What follows belongs to an exercise in optimizing a design on an open flow for small area, a short achievable clock period and few clock cycles; a production flow would make more cautious choices.

==> job 7874: inputs <==
// lmfe_top
module lmfe_top (
	clk,
	reset,
	Din,
	in_en,
	busy,
	out_valid,
	Dout,
	sram_a,
	sram_d,
	sram_cen,
	sram_wen,
	sram_q
);
Settings: LEC_CHECK=0, ABC_CLOCK_PERIOD_IN_PS=4000, CAP_MARGIN=20, CORE_MARGIN=2, CORE_UTILIZATION=40, PLACE_DENSITY=0.55, SETUP_SLACK_MARGIN=5, SLEW_MARGIN=20; clock period 10.0 ns.
run.sh (not shown) runs the stock make flow with config.mk's settings and CLKGATE_MAP_FILE= SYNTH_SCRIPT=/design/flow/synth_recipe.tcl, a recipe that flattens the netlist after the stock synthesis.
==> job 120: changes against job 7874 <==
--- a/flow/design.v
+++ b/flow/design.v
@@ -16,15 +16,16 @@
 input			PRE;	 
 input			ZF;		 
 output	[7:0]	MED;	 
 reg		[7:0]	slot [0:55];
 reg		[55:0]	flag;
 reg		[5:0]	Z;		 
 reg		[4:0]	L;		 
-reg		[5:0]	CA, CB;	 
+reg		[5:0]	C0A, C0B, C1A, C1B;	 
+reg				sel;	 
 reg				d7;
 reg		[5:0]	mb;		 
 integer			p;
 reg		[6:0]	ins_rot;
 always @ * begin
 	case (TR)
 		3'd0: ins_rot = {INS[5:0], INS[6]};
@@ -33,62 +34,72 @@
 		3'd3: ins_rot = {INS[2:0], INS[6:3]};
 		3'd4: ins_rot = {INS[1:0], INS[6:2]};
 		3'd5: ins_rot = {INS[0], INS[6:1]};
 		default: ins_rot = INS[6:0];
 	endcase
 end
 wire			init = INIT;
+wire	[5:0]	CA = sel ? C0A : C1A;
+wire	[5:0]	CB = sel ? C0B : C1B;
 wire	[6:0]	s = {2'd0, L} + {1'd0, CA} + {1'd0, CB};
 wire			dec0 = (s >= 7'd25);	 
 reg		[2:0]	znew, zold;
 always @ * begin
 	znew = {2'd0, ~PIX[7]};
-	for (p = 0; p < 6; p = p + 1)
+	for (p = 0; p < 5; p = p + 1)
 		znew = znew + {2'd0, ~slot[p][7]};
 	zold = 3'd0;
-	for (p = 48; p < 55; p = p + 1)
+	for (p = 47; p < 54; p = p + 1)
 		zold = zold + {2'd0, ~slot[p][7]};
 end
-wire	[5:0]	zn = Z + {3'd0, znew} - {3'd0, zold};
-wire			d7n = (zn < 6'd25);
+wire	[5:0]	zpn = Z + {3'd0, znew} - {3'd0, zold};
+reg		[5:0]	ZP;
+reg				lt25, lt24;		 
+wire	[5:0]	zn = ZP + {5'd0, ~slot[0][7]};
+wire			d7n = slot[0][7] ? lt25 : lt24;	 
 reg		[56:0]	x0, x1;
 always @ * begin
 	for (p = 0; p < 56; p = p + 1) begin
 		x0[p] = ~slot[p][5] & ((flag[p] & ~slot[p][6]) | ((p < 48) & init & ~slot[p][7]));
 		x1[p] = ~slot[p][5] & ((flag[p] & slot[p][6]) | ((p < 48) & init & slot[p][7]));
 	end
 	x0[56] = init & ~PIX[7] & ~PIX[6];
 	x1[56] = init & PIX[7] & ~PIX[6];
 end
-wire	[5:0]	C0A, C0B, C1A, C1B;
-lmfe_popc57 i_pc0 (.x(x0), .A(C0A), .B(C0B));
-lmfe_popc57 i_pc1 (.x(x1), .A(C1A), .B(C1B));
-wire			sel0 = init ? ~d7n : dec0;
+wire	[5:0]	n0A, n0B, n1A, n1B;
+lmfe_popc57 i_pc0 (.x(x0), .A(n0A), .B(n0B));
+lmfe_popc57 i_pc1 (.x(x1), .A(n1A), .B(n1B));
 assign MED = {d7, mb, ~dec0};
 always @ (posedge clk) begin
 	slot[0] <= {INS[7], ins_rot};
 	for (p = 0; p < 55; p = p + 1)
 		slot[p+1] <= {slot[p][7], slot[p][5:0], slot[p][6]};
 	mb <= {mb[4:0], ~dec0};
-	CA <= sel0 ? C0A : C1A;
-	CB <= sel0 ? C0B : C1B;
+	C0A <= n0A;
+	C0B <= n0B;
+	C1A <= n1A;
+	C1B <= n1B;
+	sel <= init ? ~d7n : dec0;
 	if (init) begin
 		flag[0] <= (PIX[7] == d7n);
 		for (p = 0; p < 48; p = p + 1)
 			flag[p+1] <= (slot[p][7] == d7n);
 		for (p = 48; p < 55; p = p + 1)
 			flag[p+1] <= 1'b0;
 		d7 <= d7n;
 		L  <= d7n ? zn[4:0] : 5'd0;
 	end else begin
 		flag[0] <= 1'b0;
 		for (p = 0; p < 55; p = p + 1)
 			flag[p+1] <= flag[p] & (slot[p][6] ^ dec0) & ~PRE;
 		if (!dec0) L <= s[4:0];
 	end
+	ZP <= zpn;
+	lt25 <= (zpn < 6'd25);
+	lt24 <= (zpn < 6'd24);
 	if (ZF)
 		Z <= 6'd49;
 	else if (init)
 		Z <= zn;
 end
 endmodule
 module lmfe_popc57 (x, A, B);
@@ -379,14 +390,15 @@
 reg				BZ;
 reg		[1:0]	state;
 reg		[2:0]	t;		 
 reg		[7:0]	j;		 
 reg		[7:0]	y;		 
 reg				v1, v2;	 
 reg				d1, d2;	 
+reg				pv;		 
 reg				okA, okB;	 
 reg				INIT;		 
 reg				PRE;		 
 wire	run = (state == ST_RUN);
 wire	col_in = ~j[7];						 
 wire	[7:0] yt = y + {5'd0, t};			 
 wire	rd_ok = run && col_in && (t != 3'd6) && (yt >= 8'd3) && (yt <= 8'd130);
@@ -394,15 +406,15 @@
 wire	[2:0] rrow = y[2:0] + t + 3'd5;		 
 wire	[2:0] wrow = y[2:0] + 3'd3;			 
 wire	last_load = (y[1:0] == 2'd2) && (j[6:0] == 7'd127);
 wire	last_col = (j == 8'd130);
 assign TR = (t >= 3'd2) ? (t - 3'd2) : (t + 3'd5);
 assign ZF = ~run;
 assign INS = v2 ? (d2 ? D : Q) : 8'd0;
-assign PIX = v2 ? D : 8'd0;
+assign PIX = pv ? D : 8'd0;
 always @ (posedge clk, posedge RST) begin
 	if (RST) begin
 		state <= ST_IDL;
 		CEN <= 1'b1;
 		WEN <= 1'b1;
 		OV <= 1'b0;
 		BZ <= 1'b0;
@@ -449,14 +461,15 @@
 	d2 <= d1;
 	v1 <= 1'b0;
 	d1 <= 1'b0;
 	INIT <= run && (t == 3'd0);
 	PRE <= run && (t == 3'd6);
 	case (state)
 		ST_IDL: begin
+			pv <= 1'b0;
 			A <= 10'd0;
 			D <= DIN;
 			j <= 8'd1;
 			y <= 8'd0;
 		end
 		ST_LOAD: begin
 			A <= {1'b0, y[1:0], j[6:0]};
@@ -467,14 +480,15 @@
 				j <= 8'd0;
 				y <= 8'd0;
 			end
 		end
 		ST_RUN: begin
 			if (t == 3'd6) begin
 				A <= {wrow, j[6:0]};
+				pv <= wr_ok;
 				v1 <= wr_ok;
 				d1 <= 1'b1;
 			end else begin
 				A <= {rrow, j[6:0]};
 				v1 <= rd_ok;
 			end
 			if (t == 3'd5) D <= DIN;
==> flow/flow/run.sh (new file) <==
#!/bin/bash
set -euo pipefail
bash standard.sh SETUP_SLACK_MARGIN=6.3 finish > standard.log 2>&1
==> flow/standard.sh (new file) <==
#!/bin/bash
# synth_recipe.tcl (not shown) runs the flow's synth.tcl, then flattens the netlist and writes it again
# the make line also repeats each setting of config.mk as NAME=value (left out here)
make -C /OpenROAD-flow-scripts/flow DESIGN_CONFIG=/design/flow/config.mk WORK_HOME=/design/flow/orfs CLKGATE_MAP_FILE= SYNTH_SCRIPT=/design/flow/synth_recipe.tcl "${@:-finish}"
ABC_CLOCK_PERIOD_IN_PS = default   (was 4000)
SETUP_SLACK_MARGIN = default   (was 5)
removed: flow/run.sh
==> impl_metrics.csv <==
group,metric,value,unit
status,run_status,"no timing/DRC/antenna violations",
die,floorplan.core_area,0.0523,sq mm
placement,detailedPlacementHpwl,27500,um
final_layout,clk_buf,81,
synth,synth-seq-area-share,59.2,%
timing,timing.final.ws_setup,5.69,ns
[end of results for job 120]
==> impl_metrics.csv <==
group,metric,value,unit
global_route,grt-busiest-layer,"met2",
final_layout,clk_share,7.79,%
cts,post_cts_resize_count,29,
timing,grt_setup_unrepaired,"true",
placement,buffer_ports.inserted,48,
cts,tritoncts,"built",
cts,ctsLongestPathBuffers,3,
final_layout,clk_buf,73,
status,run_status,"no timing/DRC/antenna violations",
synth,synth-seq-area-share,56.8,%
timing,timing.final.ws_setup,5.03,ns
[end of results for job 7874]
No run of this note included a check of the RTL's function; only the layout flow was run.

static timing again, ports no longer ideal:
Ports are ideal in the flow. The routed layouts listed here were re-timed in OpenROAD. Step 1 (the two cells are an assumption about what drives the block):
set clk [get_ports {clk}]
set_driving_cell -lib_cell sky130_fd_sc_hd__clkbuf_16 $clk
set_driving_cell -lib_cell sky130_fd_sc_hd__buf_2 [delete_from_list [all_inputs] $clk]
Step 2 moves the port delays by t, midway between the first and last clock arrival at a register: inputs arrive t later, outputs are due t later. That takes back most of the time a late clock gives input paths. Three values: ideal, step 1, step 2; two values: the first two.
| run | t, ns | setup slack, ns | hold slack, ns | slew at the worst register clock pin (ns) | cell pins on the clock port's net |
|---|---|---|---|---|---|
| job 7874 | 0.669 | 5.029 / 5.029 / 5.029 | 0.310 / 0.310 / 0.310 | 0.07 / 0.07 | 1 |
| job 120 | 0.657 | 5.694 / 5.694 / 5.694 | 0.319 / 0.319 / 0.319 | 0.07 / 0.07 | 1 |
After both steps setup and hold are still met in every run listed.
